Context: an optimization exercise on an open-source flow, tuned for small area. The choices shown serve that exercise and are no tape-out recipe.
The RTL was checked by simulation tests, not by an equivalence proof against the original design.
Power figures rest on the tool's default switching activity, not on a simulated workload.

File: design/flow/design.v
module CombinedCode(clk,rst,switch, btn1, btn2,keypad_col,keypad_row, dot_row, dot_col, seven_right, led1, led2);
input clk,rst;
input switch;
input btn1, btn2;
input [3:0] keypad_col;
output [3:0] keypad_row;
output reg [7:0] dot_row;
output reg [15:0] dot_col;
output wire [6:0] seven_right;
output wire led1, led2;
wire [15:0]col1;
wire [7:0]col2;
wire [7:0]row1;
wire[7:0]row2;
HeartDisease gm1(.game_mode(switch),.clk(clk),.rst(rst),.btn1(btn1),.btn2(btn2),
					.dot_row(row1),.dot_col(col1),.led1(led1),.led2(led2));
MoleBuster gm2(.game_mode(switch),.clk(clk),.rst(rst),.keypad_row(keypad_row),
					.keypad_col(keypad_col),.dot_row(row2),.dot_col(col2),.score(seven_right));
always@(*) begin
case(switch)
	1'd0:begin
		dot_col = col1;
		dot_row = row1;
	end
	1'd1:begin
		dot_col = {8'd0, col2};
		dot_row = row2;
	end
endcase
end
endmodule
module HeartDisease(    input game_mode,
								input clk,
                        input rst,
                        input btn1,
                        input btn2,
                        output wire [7:0] dot_row,
                        output wire [15:0] dot_col,
                        output wire led1,
                        output wire led2);
wire clk_seven, clk_dot;
wire tick_seven, tick_dot;
wire [3:0] number1, number2;
wire btn1push, btn2push;
ClockDividerSeven div_seven(clk, rst, clk_seven, tick_seven);
ClockDivDot div_dot(clk, rst, clk_dot, tick_dot);
ButtonControl button1(btn1, clk, rst, btn1push);
ButtonControl button2(btn2, clk, rst, btn2push);
StateMachineControl fsm(game_mode,clk, tick_seven, rst, btn1push, btn2push, number1, number2, led1, led2);
DotMatrixDisplay dot(game_mode, clk, tick_dot, number1, number2, rst, dot_row, dot_col);
endmodule
module StateMachineControl( input game_mode,
									 input clk,
									 input tick,
                            input rst,
                            input btn1push,
                            input btn2push,
                            output reg [3:0] number1,
                            output reg [3:0] number2,
                            output reg led1,
                            output reg led2);
reg [3:0] state, next;
reg [3:0] tmp1, tmp2;
parameter s0 = 4'd0, s1 = 4'd1, s2 = 4'd2;
always @(*) begin
	next = s0;
	led1 = 0;
	led2 = 0;
	if(!rst) begin
		next = s0;
   end
   else begin
		case (state)
			s0: begin
				if (btn1push) begin
					if (number1 == number2) begin
						next = s1;
					end
					else begin
						next = s2;
					end
				end
				else if (btn2push) begin
					if (number1 == number2) begin
						next = s2;
					end
					else begin
						next = s1;
					end
				end
				else 
					next = s0;
			end
			s1: begin
				next = s1;
			end
			s2: begin
				next = s2;
			end
			default: next = s0;
		endcase
		case (next)
			s0: begin
				led1 = 0;
				led2 = 0;
			end
			s1: begin
				led1 = 1;
				led2 = 0;
			end
			s2: begin
				led1 = 0;
				led2 = 1;
			end
			default: begin
				led1 = 0;
				led2 = 0;
			end
		endcase
	end
end
always @(posedge clk or negedge rst) begin
	if (!rst) begin
		state <= s0;
		tmp1 <= 3'd2;
		tmp2 <= 3'd3;
		number1<=4'd2;
		number2<=4'd3;
	end
	else if(!tick) begin
	end
	else if(game_mode != 1'd0) begin
		state <= s0;
		tmp1 <= 3'd2;
		tmp2 <= 3'd3;
		number1<=4'd2;
		number2<=4'd3;
	end
	else begin
		state <= next;
		if (state==s0) begin	
			number1 <= (number1 + tmp1) % 4'd10;
			number2 <= (number2 + tmp2) % 4'd10;
			tmp1 = tmp1 + 4'd1;
			tmp2 = tmp2 + 4'd1;
		end
	end
end
endmodule
module DotMatrixDisplay(    input game_mode,
									 input clk,
									 input tick,
									 input [3:0] number1,
									 input [3:0] number2,
                            input rst,
                            output reg [7:0] dot_row,
                            output reg [15:0] dot_col);
reg [3:0] counter;
reg [3:0] row_count;
always @ (posedge clk or negedge rst) begin
    if(~rst)
    begin
        row_count<=4'd0;
        dot_row<=8'd0;
        dot_col<=16'd0;
    end
    else if (tick) begin
	 if (game_mode==0)
    begin
		row_count <= row_count+4'd1;
		case(row_count)
			3'd0:dot_row<=8'b01111111;
			3'd1:dot_row<=8'b10111111;
			3'd2:dot_row<=8'b11011111;
			3'd3:dot_row<=8'b11101111;
			3'd4:dot_row<=8'b11110111;
			3'd5:dot_row<=8'b11111011;
			3'd6:dot_row<=8'b11111101;
			3'd7:dot_row<=8'b11111110;
			endcase
		case(number1)
		4'd0:
			case(row_count)
			3'd0:dot_col[7:0]<=8'b01111110;
			3'd1:dot_col[7:0]<=8'b01100110;
			3'd2:dot_col[7:0]<=8'b01100110;
			3'd3:dot_col[7:0]<=8'b01100110;
			3'd4:dot_col[7:0]<=8'b01100110;
			3'd5:dot_col[7:0]<=8'b01100110;
			3'd6:dot_col[7:0]<=8'b01100110;
			3'd7:dot_col[7:0]<=8'b01111110;
			endcase
		4'd1:
		    case(row_count)
		   3'd0:dot_col[7:0]<=8'b00111000;
			3'd1:dot_col[7:0]<=8'b11011000;
			3'd2:dot_col[7:0]<=8'b11011000;
			3'd3:dot_col[7:0]<=8'b00011000;
			3'd4:dot_col[7:0]<=8'b00011000;
			3'd5:dot_col[7:0]<=8'b00011000;
			3'd6:dot_col[7:0]<=8'b00011000;
			3'd7:dot_col[7:0]<=8'b01111110;
			endcase
		4'd2:
		    case(row_count)
		    3'd0:dot_col[7:0]<=8'b01111110;
			3'd1:dot_col[7:0]<=8'b00000110;
			3'd2:dot_col[7:0]<=8'b00000110;
			3'd3:dot_col[7:0]<=8'b01111110;
			3'd4:dot_col[7:0]<=8'b01111110;
			3'd5:dot_col[7:0]<=8'b01100000;
			3'd6:dot_col[7:0]<=8'b01100000;
			3'd7:dot_col[7:0]<=8'b01111110;
			endcase
		4'd3:
		    case(row_count)
		    3'd0:dot_col[7:0]<=8'b01111110;
			3'd1:dot_col[7:0]<=8'b00000110;
			3'd2:dot_col[7:0]<=8'b00000110;
			3'd3:dot_col[7:0]<=8'b01111110;
			3'd4:dot_col[7:0]<=8'b01111110;
			3'd5:dot_col[7:0]<=8'b00000110;
			3'd6:dot_col[7:0]<=8'b00000110;
			3'd7:dot_col[7:0]<=8'b01111110;
			endcase
		4'd4:
		    case(row_count)
		    3'd0:dot_col[7:0]<=8'b01100110;
			3'd1:dot_col[7:0]<=8'b01100110;
			3'd2:dot_col[7:0]<=8'b01100110;
			3'd3:dot_col[7:0]<=8'b01111110;
			3'd4:dot_col[7:0]<=8'b01111110;
			3'd5:dot_col[7:0]<=8'b00000110;
			3'd6:dot_col[7:0]<=8'b00000110;
			3'd7:dot_col[7:0]<=8'b00000110;
			endcase
		4'd5:
		    case(row_count)
		    3'd0:dot_col[7:0]<=8'b01111110;
			3'd1:dot_col[7:0]<=8'b01100000;
			3'd2:dot_col[7:0]<=8'b01100000;
			3'd3:dot_col[7:0]<=8'b01111110;
			3'd4:dot_col[7:0]<=8'b01111110;
			3'd5:dot_col[7:0]<=8'b00000110;
			3'd6:dot_col[7:0]<=8'b00000110;
			3'd7:dot_col[7:0]<=8'b01111110;
			endcase
		4'd6:
		    case(row_count)
		    3'd0:dot_col[7:0]<=8'b01100000;
			3'd1:dot_col[7:0]<=8'b01100000;
			3'd2:dot_col[7:0]<=8'b01100000;
			3'd3:dot_col[7:0]<=8'b01111110;
			3'd4:dot_col[7:0]<=8'b01111110;
			3'd5:dot_col[7:0]<=8'b01100110;
			3'd6:dot_col[7:0]<=8'b01100110;
			3'd7:dot_col[7:0]<=8'b01111110;
			endcase
		4'd7:
		    case(row_count)
		    3'd0:dot_col[7:0]<=8'b01111110;
			3'd1:dot_col[7:0]<=8'b01111110;
			3'd2:dot_col[7:0]<=8'b00000110;
			3'd3:dot_col[7:0]<=8'b00000110;
			3'd4:dot_col[7:0]<=8'b00000110;
			3'd5:dot_col[7:0]<=8'b00000110;
			3'd6:dot_col[7:0]<=8'b00000110;
			3'd7:dot_col[7:0]<=8'b00000110;
			endcase
		4'd8:
		    case(row_count)
		   3'd0:dot_col[7:0]<=8'b01111110;
			3'd1:dot_col[7:0]<=8'b01100110;
			3'd2:dot_col[7:0]<=8'b01100110;
			3'd3:dot_col[7:0]<=8'b01111110;
			3'd4:dot_col[7:0]<=8'b01111110;
			3'd5:dot_col[7:0]<=8'b01100110;
			3'd6:dot_col[7:0]<=8'b01100110;
			3'd7:dot_col[7:0]<=8'b01111110;
			endcase
		4'd9:
		    case(row_count)
		   3'd0:dot_col[7:0]<=8'b01111110;
			3'd1:dot_col[7:0]<=8'b01100110;
			3'd2:dot_col[7:0]<=8'b01100110;
			3'd3:dot_col[7:0]<=8'b01111110;
			3'd4:dot_col[7:0]<=8'b01111110;
			3'd5:dot_col[7:0]<=8'b00000110;
			3'd6:dot_col[7:0]<=8'b00000110;
			3'd7:dot_col[7:0]<=8'b01111110;
			endcase
		default:
			case(row_count)
			3'd0:dot_col[7:0]<=8'b01111110;
			3'd1:dot_col[7:0]<=8'b01111110;
			3'd2:dot_col[7:0]<=8'b01111110;
			3'd3:dot_col[7:0]<=8'b01111110;
			3'd4:dot_col[7:0]<=8'b01111110;
			3'd5:dot_col[7:0]<=8'b01111110;
			3'd6:dot_col[7:0]<=8'b01111110;
			3'd7:dot_col[7:0]<=8'b01111110;
			endcase
		endcase
		case(number2)
		4'd0:
			case(row_count)
			3'd0:dot_col[15:8]<=8'b01111110;
			3'd1:dot_col[15:8]<=8'b01100110;
			3'd2:dot_col[15:8]<=8'b01100110;
			3'd3:dot_col[15:8]<=8'b01100110;
			3'd4:dot_col[15:8]<=8'b01100110;
			3'd5:dot_col[15:8]<=8'b01100110;
			3'd6:dot_col[15:8]<=8'b01100110;
			3'd7:dot_col[15:8]<=8'b01111110;
			endcase
		4'd1:
		    case(row_count)
		   3'd0:dot_col[15:8]<=8'b00111000;
			3'd1:dot_col[15:8]<=8'b11011000;
			3'd2:dot_col[15:8]<=8'b11011000;
			3'd3:dot_col[15:8]<=8'b00011000;
			3'd4:dot_col[15:8]<=8'b00011000;
			3'd5:dot_col[15:8]<=8'b00011000;
			3'd6:dot_col[15:8]<=8'b00011000;
			3'd7:dot_col[15:8]<=8'b01111110;
			endcase
		4'd2:
		    case(row_count)
		    3'd0:dot_col[15:8]<=8'b01111110;
			3'd1:dot_col[15:8]<=8'b00000110;
			3'd2:dot_col[15:8]<=8'b00000110;
			3'd3:dot_col[15:8]<=8'b01111110;
			3'd4:dot_col[15:8]<=8'b01111110;
			3'd5:dot_col[15:8]<=8'b01100000;
			3'd6:dot_col[15:8]<=8'b01100000;
			3'd7:dot_col[15:8]<=8'b01111110;
			endcase
		4'd3:
		    case(row_count)
		    3'd0:dot_col[15:8]<=8'b01111110;
			3'd1:dot_col[15:8]<=8'b00000110;
			3'd2:dot_col[15:8]<=8'b00000110;
			3'd3:dot_col[15:8]<=8'b01111110;
			3'd4:dot_col[15:8]<=8'b01111110;
			3'd5:dot_col[15:8]<=8'b00000110;
			3'd6:dot_col[15:8]<=8'b00000110;
			3'd7:dot_col[15:8]<=8'b01111110;
			endcase
		4'd4:
		    case(row_count)
		    3'd0:dot_col[15:8]<=8'b01100110;
			3'd1:dot_col[15:8]<=8'b01100110;
			3'd2:dot_col[15:8]<=8'b01100110;
			3'd3:dot_col[15:8]<=8'b01111110;
			3'd4:dot_col[15:8]<=8'b01111110;
			3'd5:dot_col[15:8]<=8'b00000110;
			3'd6:dot_col[15:8]<=8'b00000110;
			3'd7:dot_col[15:8]<=8'b00000110;
			endcase
		4'd5:
		    case(row_count)
		    3'd0:dot_col[15:8]<=8'b01111110;
			3'd1:dot_col[15:8]<=8'b01100000;
			3'd2:dot_col[15:8]<=8'b01100000;
			3'd3:dot_col[15:8]<=8'b01111110;
			3'd4:dot_col[15:8]<=8'b01111110;
			3'd5:dot_col[15:8]<=8'b00000110;
			3'd6:dot_col[15:8]<=8'b00000110;
			3'd7:dot_col[15:8]<=8'b01111110;
			endcase
		4'd6:
		    case(row_count)
		    3'd0:dot_col[15:8]<=8'b01100000;
			3'd1:dot_col[15:8]<=8'b01100000;
			3'd2:dot_col[15:8]<=8'b01100000;
			3'd3:dot_col[15:8]<=8'b01111110;
			3'd4:dot_col[15:8]<=8'b01111110;
			3'd5:dot_col[15:8]<=8'b01100110;
			3'd6:dot_col[15:8]<=8'b01100110;
			3'd7:dot_col[15:8]<=8'b01111110;
			endcase
		4'd7:
		    case(row_count)
		    3'd0:dot_col[15:8]<=8'b01111110;
			3'd1:dot_col[15:8]<=8'b01111110;
			3'd2:dot_col[15:8]<=8'b00000110;
			3'd3:dot_col[15:8]<=8'b00000110;
			3'd4:dot_col[15:8]<=8'b00000110;
			3'd5:dot_col[15:8]<=8'b00000110;
			3'd6:dot_col[15:8]<=8'b00000110;
			3'd7:dot_col[15:8]<=8'b00000110;
			endcase
		4'd8:
		    case(row_count)
		   3'd0:dot_col[15:8]<=8'b01111110;
			3'd1:dot_col[15:8]<=8'b01100110;
			3'd2:dot_col[15:8]<=8'b01100110;
			3'd3:dot_col[15:8]<=8'b01111110;
			3'd4:dot_col[15:8]<=8'b01111110;
			3'd5:dot_col[15:8]<=8'b01100110;
			3'd6:dot_col[15:8]<=8'b01100110;
			3'd7:dot_col[15:8]<=8'b01111110;
			endcase
		4'd9:
		    case(row_count)
		    3'd0:dot_col[15:8]<=8'b01111110;
			3'd1:dot_col[15:8]<=8'b01100110;
			3'd2:dot_col[15:8]<=8'b01100110;
			3'd3:dot_col[15:8]<=8'b01111110;
			3'd4:dot_col[15:8]<=8'b01111110;
			3'd5:dot_col[15:8]<=8'b00000110;
			3'd6:dot_col[15:8]<=8'b00000110;
			3'd7:dot_col[15:8]<=8'b01111110;
			endcase
		default:
			case(row_count)
			3'd0:dot_col[15:8]<=8'b01111110;
			3'd1:dot_col[15:8]<=8'b01111110;
			3'd2:dot_col[15:8]<=8'b01111110;
			3'd3:dot_col[15:8]<=8'b01111110;
			3'd4:dot_col[15:8]<=8'b01111110;
			3'd5:dot_col[15:8]<=8'b01111110;
			3'd6:dot_col[15:8]<=8'b01111110;
			3'd7:dot_col[15:8]<=8'b01111110;
			endcase
		endcase
    end
	 end
end
endmodule
module ButtonControl(   input btn,
                        input clk,
                        input rst,
                        output reg isPushed);
reg [31:0] cnt;
always@(posedge clk or negedge rst)
begin
    if(~rst)
    begin
        isPushed <= 1'b0;
        cnt <= 32'd0;
    end
    else
    begin
        if(cnt == 300)
        begin
            isPushed <= 1'b0;
            cnt  <= 32'd0;
        end
        else if(cnt[7:0] == 8'd0)
        begin
            isPushed <= (!btn)? 1'b1 : isPushed;
            cnt <= cnt + 32'b1;
        end
        else 
        begin
            cnt <= cnt + 32'b1;
        end
    end
end
endmodule
module ClockDividerSeven(  input clk,
									input rst,
									output reg clk_seven,
									output tick);
reg [31:0] count;
assign tick = (count == 32'd1200) && !clk_seven;
always@(posedge clk or negedge rst) begin
    if(!rst) begin
        count <= 32'd0;
        clk_seven <= 1'b0;
    end
    else begin
		if(count == 32'd1200) begin
			count <= 32'd0;
			clk_seven <= ~clk_seven;
		end
		else count <= count + 32'd1;
    end
end
endmodule
module ClockDivDot(	input clk, 
							input rst, 
							output reg clk_dot,
							output tick);
reg [31:0] count;
assign tick = (count == 13'd3) && !clk_dot;
always @(posedge clk or negedge rst) begin
	if (!rst) begin
		count <= 32'd0;
		clk_dot <= 1'b0;
	end
	else begin
		if (count == 13'd3) begin
			count <= 32'd0;
			clk_dot <= ~clk_dot;
		end
		else count <= count + 32'd1;
	end
end
endmodule
module MoleBuster(game_mode,clk,rst,keypad_row,keypad_col,dot_row,dot_col,score);
	input clk,rst;
	input game_mode;
	output [3:0] keypad_row;
	input [3:0] keypad_col;
	output reg [7:0] dot_row,dot_col;
	output wire [6:0] score;
	reg [31:0] cnt_div,cnt_dot;
	reg [7:0] dot_col_buf[0:7];
	wire [4:0] keypad_buf;
	reg [2:0] row_count;
	reg [3:0] score_count;
	wire clk_div, clk_dot, clk_spn;  
	wire tick_div, tick_dot, tick_spn;
	clk_divide div(.clk(clk), .rst(rst), .div_clk(clk_div), .tick(tick_div), .frequency(32'd5));
	clk_divide dot(.clk(clk), .rst(rst), .div_clk(clk_dot), .tick(tick_dot), .frequency(32'd3));
	clk_divide spn(.clk(clk), .rst(rst), .div_clk(clk_spn), .tick(tick_spn), .frequency(32'd500));
	BCD scr(.in(cur2), .out(score), .game_mode(game_mode));
	checkkeypad keypad_detect(game_mode,clk,rst,keypad_row,keypad_col,keypad_buf);
	reg [7:0] rnd_seq;
	reg [7:0] rnd_num;
	always @(rnd_seq) begin
		rnd_num = (rnd_seq[6:3] * rnd_seq[4:1]);
		rnd_num[3:0] = {rnd_seq[7], rnd_num[3], rnd_num[5], rnd_seq[0]};
	end
	always @(posedge clk or negedge rst) begin		
	if (~rst)
		rnd_seq <= 8'd1; 
	else if (!tick_spn) begin
	end
	else if (game_mode!=1)
		rnd_seq <= 8'd1; 
	else
		rnd_seq <= {rnd_seq[6:0], rnd_seq[7] ^ rnd_seq[5] ^ rnd_seq[4] ^ rnd_seq[3]};
	end
	integer it;
	always@ (posedge clk or negedge rst)
	begin
		if (~rst)
		begin
			dot_row <= 8'd0;
			dot_col <= 8'd0;
			row_count <= 3'd0;
		end
		else if (!tick_dot) begin
		end
		else if (game_mode!=1)
		begin
			dot_row <= 8'd0;
			dot_col <= 8'd0;
			row_count <= 3'd0;
		end
		else
		begin
		    row_count <= row_count + 4'd1;
		    dot_col <= dot_col_buf[row_count];
		    case (row_count)
				3'd0: dot_row <= 8'b01111111;
				3'd1: dot_row <= 8'b10111111;
				3'd2: dot_row <= 8'b11011111;
				3'd3: dot_row <= 8'b11101111;
				3'd4: dot_row <= 8'b11110111;
				3'd5: dot_row <= 8'b11111011;
				3'd6: dot_row <= 8'b11111101;
				3'd7: dot_row <= 8'b11111110;
			endcase
		end
	end
	reg [15:0] signal;
	reg [31:0] count [15:0];
	reg [3:0] cur2;
	reg [3:0] nxt;
	always@(*)begin
		case(cur2)
			0:nxt=1;
			1:nxt=2;
			2:nxt=3;
			3:nxt=4;
			4:nxt=5;
			5:nxt=6;
			6:nxt=7;
			7:nxt=8;
			8:nxt=9;
			9:nxt=0;
			default:nxt=0;
		endcase
	end
	always@(posedge clk or negedge rst)
	begin
		if (~rst)
		begin
			cur2<=0;
			signal <= 16'd0;
			for(it=0;it<16;it=it+1)
				count[it] <= 32'd0;
			dot_col_buf[0] <= 8'd0;
			dot_col_buf[1] <= 8'd0;
			dot_col_buf[2] <= 8'd0;
			dot_col_buf[3] <= 8'd0;
			dot_col_buf[4] <= 8'd0;
			dot_col_buf[5] <= 8'd0;
			dot_col_buf[6] <= 8'd0;
			dot_col_buf[7] <= 8'd0;
		end
		else if (!tick_div) begin
		end
		else if (game_mode!=1)
		begin
			cur2<=0;
			dot_col_buf[0] <= 8'd0;
			dot_col_buf[1] <= 8'd0;
			dot_col_buf[2] <= 8'd0;
			dot_col_buf[3] <= 8'd0;
			dot_col_buf[4] <= 8'd0;
			dot_col_buf[5] <= 8'd0;
			dot_col_buf[6] <= 8'd0;
			dot_col_buf[7] <= 8'd0;
		end
		else
		begin
			case(rnd_num[5:2])
				4'hf:begin
					signal[0]<=1'b1;
					dot_col_buf[0]<=8'b11000000|dot_col_buf[0];
					dot_col_buf[1]<=8'b11000000|dot_col_buf[1];
				end
				4'he:begin
					signal[1]<=1'b1;
					dot_col_buf[0]<=8'b00110000|dot_col_buf[0];
					dot_col_buf[1]<=8'b00110000|dot_col_buf[1];
				end
				4'hd:begin
					signal[2]<=1'b1;
					dot_col_buf[0]<=8'b00001100|dot_col_buf[0];
					dot_col_buf[1]<=8'b00001100|dot_col_buf[1];
				end
				4'hc:begin
					signal[3]<=1'b1;
					dot_col_buf[0]<=8'b00000011|dot_col_buf[0];
					dot_col_buf[1]<=8'b00000011|dot_col_buf[1];
				end
				4'hb:begin
					signal[4]<=1'b1;
					dot_col_buf[2]<=8'b11000000|dot_col_buf[2];
					dot_col_buf[3]<=8'b11000000|dot_col_buf[3];
				end
				4'h3:begin
					signal[5]<=1'b1;
					dot_col_buf[2]<=8'b00110000|dot_col_buf[2];
					dot_col_buf[3]<=8'b00110000|dot_col_buf[3];
				end
				4'h6:begin
					signal[6]<=1'b1;
					dot_col_buf[2]<=8'b00001100|dot_col_buf[2];
					dot_col_buf[3]<=8'b00001100|dot_col_buf[3];
				end
				4'h9:begin
					signal[7]<=1'b1;
					dot_col_buf[2]<=8'b00000011|dot_col_buf[2];
					dot_col_buf[3]<=8'b00000011|dot_col_buf[3];
				end
				4'ha:begin
					signal[8]<=1'b1;
					dot_col_buf[4]<=8'b11000000|dot_col_buf[4];
					dot_col_buf[5]<=8'b11000000|dot_col_buf[5];
				end
				4'h2:begin
					signal[9]<=1'b1;
					dot_col_buf[4]<=8'b00110000|dot_col_buf[4];
					dot_col_buf[5]<=8'b00110000|dot_col_buf[5];
				end
				4'h5:begin
					signal[10]<=1'b1;
					dot_col_buf[4]<=8'b00001100|dot_col_buf[4];
					dot_col_buf[5]<=8'b00001100|dot_col_buf[5];
				end
				4'h8:begin
					signal[11]<=1'b1;
					dot_col_buf[4]<=8'b00000011|dot_col_buf[4];
					dot_col_buf[5]<=8'b00000011|dot_col_buf[5];
				end
				4'h0:begin
					signal[12]<=1'b1;
					dot_col_buf[6]<=8'b11000000|dot_col_buf[6];
					dot_col_buf[7]<=8'b11000000|dot_col_buf[7];
				end
				4'h1:begin
					signal[13]<=1'b1;
					dot_col_buf[6]<=8'b00110000|dot_col_buf[6];
					dot_col_buf[7]<=8'b00110000|dot_col_buf[7];
				end
				4'h4:begin
					signal[14]<=1'b1;
					dot_col_buf[6]<=8'b00001100|dot_col_buf[6];
					dot_col_buf[7]<=8'b00001100|dot_col_buf[7];
				end
				4'h7:begin
					signal[15]<=1'b1;
					dot_col_buf[6]<=8'b00000011|dot_col_buf[6];
					dot_col_buf[7]<=8'b00000011|dot_col_buf[7];
				end
			endcase
			case(keypad_buf)
				5'hf:begin
					if(dot_col_buf[0][6])
						cur2 <= nxt;
					dot_col_buf[0]<=8'b00111111&dot_col_buf[0];
					dot_col_buf[1]<=8'b00111111&dot_col_buf[1];
				end
				5'he:begin
					if(dot_col_buf[0][4])
						cur2 <= nxt;
					dot_col_buf[0]<=8'b11001111&dot_col_buf[0];
					dot_col_buf[1]<=8'b11001111&dot_col_buf[1];
				end
				5'hd:begin
					if(dot_col_buf[0][2])
						cur2 <= nxt;
					dot_col_buf[0]<=8'b11110011&dot_col_buf[0];
					dot_col_buf[1]<=8'b11110011&dot_col_buf[1];
				end
				5'hc:begin
					if(dot_col_buf[0][0])
						cur2 <= nxt;
					dot_col_buf[0]<=8'b11111100&dot_col_buf[0];
					dot_col_buf[1]<=8'b11111100&dot_col_buf[1];
				end
				5'hb:begin
					if(dot_col_buf[2][6])
						cur2 <= nxt;
					dot_col_buf[2]<=8'b00111111&dot_col_buf[2];
					dot_col_buf[3]<=8'b00111111&dot_col_buf[3];
				end
				5'h3:begin
					if(dot_col_buf[2][4])
						cur2 <= nxt;
					dot_col_buf[2]<=8'b11001111&dot_col_buf[2];
					dot_col_buf[3]<=8'b11001111&dot_col_buf[3];
				end
				5'h6:begin
					if(dot_col_buf[2][2])
						cur2 <= nxt;
					dot_col_buf[2]<=8'b11110011&dot_col_buf[2];
					dot_col_buf[3]<=8'b11110011&dot_col_buf[3];
				end
				5'h9:begin
				if(dot_col_buf[2][0])
						cur2 <= nxt;
					dot_col_buf[2]<=8'b11111100&dot_col_buf[2];
					dot_col_buf[3]<=8'b11111100&dot_col_buf[3];
				end
				5'ha:begin
				if(dot_col_buf[4][6])
						cur2 <= nxt;
					dot_col_buf[4]<=8'b00111111&dot_col_buf[4];
					dot_col_buf[5]<=8'b00111111&dot_col_buf[5];
				end
				5'h2:begin
				if(dot_col_buf[4][4])
						cur2 <= nxt;
					dot_col_buf[4]<=8'b11001111&dot_col_buf[4];
					dot_col_buf[5]<=8'b11001111&dot_col_buf[5];
				end
				5'h5:begin
				if(dot_col_buf[4][2])
						cur2 <= nxt;
					dot_col_buf[4]<=8'b11110011&dot_col_buf[4];
					dot_col_buf[5]<=8'b11110011&dot_col_buf[5];
				end
				5'h8:begin
					if(dot_col_buf[4][0])
						cur2 <= nxt;
					dot_col_buf[4]<=8'b11111100&dot_col_buf[4];
					dot_col_buf[5]<=8'b11111100&dot_col_buf[5];
				end
				5'h0:begin
				if(dot_col_buf[6][6])
						cur2 <= nxt;
					dot_col_buf[6]<=8'b00111111&dot_col_buf[6];
					dot_col_buf[7]<=8'b00111111&dot_col_buf[7];
				end
				5'h1:begin
				if(dot_col_buf[6][4])
						cur2 <= nxt;
					dot_col_buf[6]<=8'b11001111&dot_col_buf[6];
					dot_col_buf[7]<=8'b11001111&dot_col_buf[7];
				end
				5'h4:begin
				if(dot_col_buf[6][2])
						cur2 <= nxt;
					dot_col_buf[6]<=8'b11110011&dot_col_buf[6];
					dot_col_buf[7]<=8'b11110011&dot_col_buf[7];
				end
				5'h7:begin
				if(dot_col_buf[6][0])
						cur2 <= nxt;
					dot_col_buf[6]<=8'b11111100&dot_col_buf[6];
					dot_col_buf[7]<=8'b11111100&dot_col_buf[7];
				end
			endcase
			for(it=0;it<16;it=it+1) begin
				if(signal[it]==1'b1) begin
					if(count[it]==32'd500) begin
						count[it]<=32'd0;
						case(it)
							0:begin
								signal[0]<=1'b0;
								dot_col_buf[0]<=8'b00111111&dot_col_buf[0];
								dot_col_buf[1]<=8'b00111111&dot_col_buf[1];
							end
							1:begin
								signal[1]<=1'b0;
								dot_col_buf[0]<=8'b11001111&dot_col_buf[0];
								dot_col_buf[1]<=8'b11001111&dot_col_buf[1];
							end
							2:begin
								signal[2]<=1'b0;
								dot_col_buf[0]<=8'b11110011&dot_col_buf[0];
								dot_col_buf[1]<=8'b11110011&dot_col_buf[1];
							end
							3:begin
								signal[3]<=1'b0;
								dot_col_buf[0]<=8'b11111100&dot_col_buf[0];
								dot_col_buf[1]<=8'b11111100&dot_col_buf[1];
							end
							4:begin
								signal[4]<=1'b0;
								dot_col_buf[2]<=8'b00111111&dot_col_buf[2];
								dot_col_buf[3]<=8'b00111111&dot_col_buf[3];
							end
							5:begin
								signal[5]<=1'b0;
								dot_col_buf[2]<=8'b11001111&dot_col_buf[2];
								dot_col_buf[3]<=8'b11001111&dot_col_buf[3];
							end
							6:begin
								signal[6]<=1'b0;
								dot_col_buf[2]<=8'b11110011&dot_col_buf[2];
								dot_col_buf[3]<=8'b11110011&dot_col_buf[3];
							end
							7:begin
								signal[7]<=1'b0;
								dot_col_buf[2]<=8'b11111100&dot_col_buf[2];
								dot_col_buf[3]<=8'b11111100&dot_col_buf[3];
							end
							8:begin
								signal[8]<=1'b0;
								dot_col_buf[4]<=8'b00111111&dot_col_buf[4];
								dot_col_buf[5]<=8'b00111111&dot_col_buf[5];
							end
							9:begin
								signal[9]<=1'b0;
								dot_col_buf[4]<=8'b11001111&dot_col_buf[4];
								dot_col_buf[5]<=8'b11001111&dot_col_buf[5];
							end
							10:begin
								signal[10]<=1'b0;
								dot_col_buf[4]<=8'b11110011&dot_col_buf[4];
								dot_col_buf[5]<=8'b11110011&dot_col_buf[5];
							end
							11:begin
								signal[11]<=1'b0;
								dot_col_buf[4]<=8'b11111100&dot_col_buf[4];
								dot_col_buf[5]<=8'b11111100&dot_col_buf[5];
							end
							12:begin
								signal[12]<=1'b0;
								dot_col_buf[6]<=8'b00111111&dot_col_buf[6];
								dot_col_buf[7]<=8'b00111111&dot_col_buf[7];
							end
							13:begin
								signal[13]<=1'b0;
								dot_col_buf[6]<=8'b11001111&dot_col_buf[6];
								dot_col_buf[7]<=8'b11001111&dot_col_buf[7];
							end
							14:begin
								signal[14]<=1'b0;
								dot_col_buf[6]<=8'b11110011&dot_col_buf[6];
								dot_col_buf[7]<=8'b11110011&dot_col_buf[7];
							end
							15:begin
								signal[15]<=1'b0;
								dot_col_buf[6]<=8'b11111100&dot_col_buf[6];
								dot_col_buf[7]<=8'b11111100&dot_col_buf[7];
							end
						endcase
					end	
					else begin
						count[it] <= count[it] + 32'd1;
					end
				end
				else begin end
			end
		end
	end
endmodule
module checkkeypad (game_mode,clk,rst,keypadRow,keypadCol,keypadBuf);   
	input clk,rst;
	input game_mode;
	input [3:0]keypadCol;
	output reg[3:0]keypadRow;
	output reg [4:0]keypadBuf;
	reg [31:0]keypadDelay;
	always @(posedge clk or negedge rst)
	begin 
		if (!rst)
		begin
			keypadRow <= 4'b1110;
			keypadBuf <= 5'b11111;
			keypadDelay <= 31'd0;
		end
		else if (game_mode!=1)
		begin
			keypadRow <= 4'b1110;
			keypadBuf <= 5'b11111;
			keypadDelay <= 31'd0;
		end
		else
		begin
			if (keypadDelay == 32'd5) 
			begin 
				keypadDelay <= 31'd0;
				case ({keypadRow, keypadCol})
					8'b1110_1110: keypadBuf <= 5'h7;
					8'b1110_1101: keypadBuf <= 5'h4;
					8'b1110_1011: keypadBuf <= 5'h1;
					8'b1110_0111: keypadBuf <= 5'h0;
					8'b1101_1110: keypadBuf <= 5'h8;
					8'b1101_1101: keypadBuf <= 5'h5;
					8'b1101_1011: keypadBuf <= 5'h2;
					8'b1101_0111: keypadBuf <= 5'ha;
					8'b1011_1110: keypadBuf <= 5'h9;
					8'b1011_1101: keypadBuf <= 5'h6;
					8'b1011_1011: keypadBuf <= 5'h3;
					8'b1011_0111: keypadBuf <= 5'hb;
					8'b0111_1110: keypadBuf <= 5'hc;
					8'b0111_1101: keypadBuf <= 5'hd;
					8'b0111_1011: keypadBuf <= 5'he;
					8'b0111_0111: keypadBuf <= 5'hf;
					default: keypadBuf <= keypadBuf;
				endcase
				case (keypadRow)
					4'b1110: keypadRow <= 4'b1101;
					4'b1101: keypadRow <= 4'b1011;
					4'b1011: keypadRow <= 4'b0111;
					4'b0111: keypadRow <= 4'b1110;
					default: keypadRow <= 4'b1110;
				endcase
			end
			else
				keypadDelay <= keypadDelay + 1'b1;
		end
	end
endmodule
module clk_divide(clk, rst, div_clk, tick, frequency);
input clk, rst;
input [31:0] frequency;
output div_clk;
output tick;
reg div_clk;
reg [31:0] count;
assign tick = (count==frequency) && !div_clk;
always@(posedge clk)
begin
	if(!rst)
	begin
		count <= 32'd0;
		div_clk <= 1'b0;
	end
	else
	begin
		if(count==frequency)
		begin
			count <= 32'd0;
			div_clk <= ~div_clk;
		end
		else
		begin
			count <= count + 32'd1;
		end
	end
end
endmodule
module BCD(in, out,game_mode);
input game_mode;
input [3:0] in;
output [6:0] out;
reg [6:0] out;
always@(in or game_mode)
	begin
		case(in)
			1:	out=7'b1111001;
			2:	out=7'b0100100;
			3:	out=7'b0110000;
			4:	out=7'b0011001;
			5:	out=7'b0010010;
			6:	out=7'b0000010;
			7:	out=7'b1111000;
			8:	out=7'b0000000;
			9:	out=7'b0010000;
			10:out=7'b0001000;
			11:out=7'b0000011;
			12:out=7'b1000110;
			13:out=7'b0100001;
			14:out=7'b0000110;
			15:out=7'b0001110;
			default:	begin
			case(game_mode) 
			0:out=7'b1111111;
			1:out=7'b1000000;
			endcase
			end
		endcase
	end
endmodule
File: design/flow/run.sh
#!/bin/bash
# synth_recipe.tcl (not shown) runs the flow's synth.tcl, then flattens the netlist and writes it again
# the make line also repeats each setting of config.mk as NAME=value (left out here)
make -C /OpenROAD-flow-scripts/flow DESIGN_CONFIG=/design/flow/config.mk WORK_HOME=/design/flow/orfs CLKGATE_MAP_FILE= SYNTH_SCRIPT=/design/flow/synth_recipe.tcl finish
File: design/flow/config.mk
export PLATFORM = sky130hd
export DESIGN_NAME = CombinedCode
export DESIGN_NICKNAME = CombinedCode
export VERILOG_FILES = /design/flow/design.v
export SDC_FILE = /design/flow/constraint.sdc
export NUM_CORES = 4
export LEC_CHECK = 0
export CAP_MARGIN = 20
export CORE_MARGIN = 2
export CORE_UTILIZATION = 40
export SLEW_MARGIN = 20
File: design/flow/constraint.sdc
create_clock -name core_clock -period 8.0 [get_ports {clk}]
set_input_delay 1.6000 -clock core_clock [delete_from_list [all_inputs] [get_ports {clk}]]
set_output_delay 1.6000 -clock core_clock [all_outputs]
set_load 0.01 [all_outputs]
==> insert_results.sql <==
INSERT INTO impl_metrics (metric_group, metric, value, unit) VALUES
('job', 'maxCapViolCount', '0', ''),
('clock_tree', 'cts-root-to-sink-buffers', '3', ''),
('sta', 'setup_violations', '0', ''),
('clock_tree', 'post_cts_buffers', '0', ''),
('floorplan', 'die_height', '348', 'um'),
('floorplan', 'die_span_in_x', '348', 'um'),
('sta', 'post-route-min-period', '5.10', 'ns'),
('route', 'detail_route.first_pass.iterations', '9', ''),
('power_and_ir_drop', 'clock_power_share', '45.2', '%'),
('floorplan', 'num_io_pins', '46', ''),
('route', 'detailroute.via_count', '36084', ''),
('logic_synthesis', 'yosysSeqAreaShare', '48.3', '%'),
('clock_tree', 'cts-htree-levels', '3', ''),
('clock_tree', 'cts_tree', 'built', ''),
('sta', 'worst_clock_skew', '0.0359', 'ns'),
('critical_path', 'critPathLaunchType', 'input port', ''),
('floorplan', 'initial_core_util', '40.2', '%'),
('global_route', 'grt_pass1_vias', '34832', ''),
('critical_path', 'timing.critical_path.arrival', '3.50', 'ns'),
('logic_synthesis', 'synth_enable_flop_cells', '0', ''),
('logic_synthesis', 'synth_adder_area_share', '2.24', '%'),
('clock_tree', 'cts_root_buf', 'clkbuf_16', ''),
('floorplan', 'num_rows', '126', ''),
('logic_synthesis', 'synthMuxAreaShare', '0.817', '%'),
('global_route', 'number_of_antenna_violations_at_the_first_check_in_global_routing', '2', ''),
('power_and_ir_drop', 'internal_power', '8.20', 'mW'),
('placement', 'dp_hpwl', '74.8', 'mm'),
('sta', 'fin_hold_ws', '0.459', 'ns'),
('route', 'post_drt_antenna_nets', '0', ''),
('sta', 'final.period_utilization', '63.8', '%'),
('floorplan', 'core_region_area', '0.118', 'mm2'),
('sta', 'hold_viol_final', '0', ''),
('logic_synthesis', 'ys.warnings.count', '12', ''),
('cells_and_area', 'num-nets-final', '5082', ''),
('clock_tree', 'cts_buffers', '103', ''),
('global_route', 'global_route.overflow_total', '0', ''),
('power_and_ir_drop', 'power.combinational.fraction', '8.2', '%'),
('route', 'vias_per_cell', '5.46', ''),
('route', 'drt_first_iter_violations', '2538', ''),
('power_and_ir_drop', 'total_leakage_power', '23.0', 'nW'),
('sta', 'max_slew_margin', '21.8', '%'),
('logic_synthesis', 'post_synth_num_cell_types', '95', ''),
('sta', 'unrepaired_setup_endpoints_after_global_routing', 'false', ''),
('cells_and_area', 'fillers', '11173', ''),
('worst_hold_path', 'hp-class', 'reg -> reg', ''),
('placement', 'postPlaceCellArea', '0.0496', 'mm2'),
('global_route', 'grt_max_degree', '94', ''),
('clock_tree', 'cts_hold_repair.buffers', '0', ''),
('logic_synthesis', 'synth_simple_gate_area_share', '25.7', '%'),
('critical_path', 'slack_of_the_worst_reg_to_reg_path', '4.14', 'ns'),
('sta', 'transition_time_at_the_pin_with_the_least_slew_margin', '1.16', 'ns'),
('power_and_ir_drop', 'switchingPower', '2.72', 'mW'),
('sta', 'fmax', '0.196', 'GHz'),
('placement', 'globalplace.congestion', '0.864', ''),
('logic_synthesis', 'synthesis.area', '0.0475', 'mm2'),
('logic_synthesis', 'synth_top_family_by_area', 'simple AND/OR/NAND/NOR gates', ''),
('placement', 'placed_cells', '6420', ''),
('floorplan', 'die_area', '0.121', 'mm2'),
('critical_path', 'worstPathRequired', '6.40', 'ns'),
('logic_synthesis', 'synthXorXnorAreaFrac', '12.0', '%'),
('cells_and_area', 'synthToLayoutAreaGrowth', '12.0', '%'),
('logic_synthesis', 'share_of_flip_flops_with_an_asynchronous_set_or_reset', '89.4', '%'),
('logic_synthesis', 'number_of_flip_flops_and_latches_in_the_synthesized_netlist', '935', ''),
('logic_synthesis', 'compound_gate_fraction_of_synth_area', '7.81', '%'),
('cells_and_area', 'drive_gt1_share', '6.23', '%'),
('critical_path', 'worstSetupPathType', 'in -> out', ''),
('critical_path', 'worstPathMaxFanout', '61', ''),
('logic_synthesis', 'synthesis.nets', '5041', ''),
('route', 'drt_drc_violations_left', '0', ''),
('clock_tree', 'clkTransAtPathRegs', '0.05', 'ns'),
('run_status', 'outcome', 'finished clean', '');
-- power groups by stage --
stage	Clock, mW	Combinational, mW	Sequential [mW]
6_report	4.94	0.893	5.09
5_1_grt	5.29	0.997	5.10
4_1_cts	5.08	0.898	5.08
3_5_place_dp	0	0.893	5.17
3_3_place_gp	0	0.882	5.18
2_1_floorplan	0	0.581	5.04
-- worst max-delay path, cell delays in order --
cell	delay, ns
buf_4	0.22
buf_4	0.63
nor2_1	0.11
nand3_1	0.17
o21a_1	0.16
o211ai_1	0.08
clkdlybuf4s50_1	0.48
-- cell usage in the layout, fill, tap and decap left out, drive strengths merged, types with 42 or more instances in the layout --
cell,synthesis,layout
xnor2,383,383
nor2,424,424
and2,52,52
buf,50,46
nand3,294,294
nand2,454,454
ha,77,77
a21oi,121,121
dfrtp,821,821
nor3,175,175
clkbuf,104,145
inv,215,219
nand4,232,232
dfxtp,99,99
and3,130,130
nor4,206,206
o21ai,251,251
and4,104,104
xor2,267,267
clkdlybuf4s50,0,42
-- sequential cells by signal, summed over array words and instances (netlist names), 5 cells and up --
signal	count
gm2.count	512
gm2.dot_col_buf	64
gm1.button1.cnt	32
gm1.button2.cnt	32
gm1.div_dot.count	32
gm1.div_seven.count	32
gm2.div.count	32
gm2.dot.count	32
gm2.keypad_detect.keypadDelay	32
gm2.spn.count	32
gm2.signal	16
gm1.dot.dot_col	10
gm1.dot.dot_row	8
gm2.dot_col	8
gm2.dot_row	8
gm2.rnd_seq	8
gm2.keypad_detect.keypadBuf	5
-- final cells by class --
| type | count | area, um2 | area share, % |
|---|---|---|---|
| clock buffers | 143 | 2980 | 5.61 |
| inverters | 217 | 815 | 1.53 |
| clock inverters | 46 | 564 | 1.06 |
| repair buffers | 90 | 807 | 1.52 |
| diodes | 1 | 2.50 | 0.00471 |
| multi-input cells | 3644 | 23100 | 43.5 |
| well taps | 1536 | 1920 | 3.62 |
| flip-flops and latches | 935 | 22900 | 43.1 |
-- cell usage after synthesis, drive strengths merged (8+ instances only) --
master	instances	share of area [%]
o21ai	251	2.6
o21a	15	0.24
nand2	454	3.6
inv	215	1.7
o31ai	27	0.43
a21boi	8	0.13
a221oi	13	0.24
xnor2	383	7.1
mux2	14	0.33
nor2	424	3.4
dfrtp	821	43
buf	50	0.57
clkbuf	104	0.83
mux2i	23	0.49
nand4	232	3.2
dfstp	15	0.83
a211oi	12	0.20
a222oi	9	0.19
nor4	206	3.0
nand2b	31	0.41
nor3	175	1.9
ha	77	2.0
a22o	10	0.18
or4	15	0.25
and3	130	1.7
nand3b	10	0.16
nor4b	34	0.65
o211ai	16	0.25
or2	13	0.17
xor2	267	4.9
or3	36	0.47
a31oi	17	0.22
a21oi	121	1.3
and4	104	1.9
nor2b	24	0.32
nand3	294	3.1
dfxtp	99	4.2
nor4bb	16	0.34
and2	52	0.69
a21o	28	0.44
-- kinds of logic after synthesis --
kind of cell             after synthesis
adder cells (fa/ha/maj)               82
buffers and inverters                371
other                                  1
XOR/XNOR                             651
AO/OA/AOI/OAI                        598
multiplexers                          37
AND/OR/NAND/NOR                     2275
flip-flops                           935
-- layer usage --
| layer | GRT usage, % | wire (um) | vias up |
|---|---|---|---|
| met4 | 4.85 | 2680 | 2 |
| met3 | 3.27 | 4980 | 174 |
| li1 | - | - | 17687 |
| met5 | 0 | 13 | - |
| met1 | 25.8 | 52700 | 17586 |
| met2 | 27.4 | 47300 | 635 |
-- final timing paths --
path / from / end / cells after the start
worst min register to register: gm2.dot.count[0] / gm2.dot.count[0] / 1
worst max-delay path: switch / seven_right[3] / 7
worst min-delay path: gm2.dot.count[0] / gm2.dot.count[0] / 1
worst max register to register: gm2.div.count[0] / gm2.count[15][21] / 8
max in group asynchronous: rst / gm2.count[11][27] / 4
min in group asynchronous: rst / gm1.button2.cnt[12] / 1
-- metrics by stage --
step,power (mW),worst slack (ns),util [%]
after floorplan,5.62,3.57,-
after global placement,6.06,2.69,42.1
after detailed placement,6.06,2.58,42.1
after CTS,11.1,2.92,45.1
after global routing,11.4,2.75,45.1
final,10.9,2.90,45.1

## static timing again, ports no longer ideal
Ports are ideal in the flow. The routed layout listed here was re-timed in OpenROAD.
Step 1 (the two cells are an assumption about what drives the block):
set clk [get_ports {clk}]
set_driving_cell -lib_cell sky130_fd_sc_hd__clkbuf_16 $clk
set_driving_cell -lib_cell sky130_fd_sc_hd__buf_2 [delete_from_list [all_inputs] $clk]
Step 2 also shifts input and output timing later by t, the mid clock arrival at the registers, as if the neighbouring blocks saw the same clock.
Slacks: ideal / step 1 / step 2; pairs: ideal / step 1.
t, ns: 0.766
setup slack, ns: 2.899 / 2.870 / 2.480
hold WS [ns]: 0.459 / 0.459 / 0.459
pins driven straight from the clock port: 1
After both steps this run still meets setup and hold. For this run, drivers alone change the setup slack by -0.029 ns; drivers and shift together by -0.419 ns.
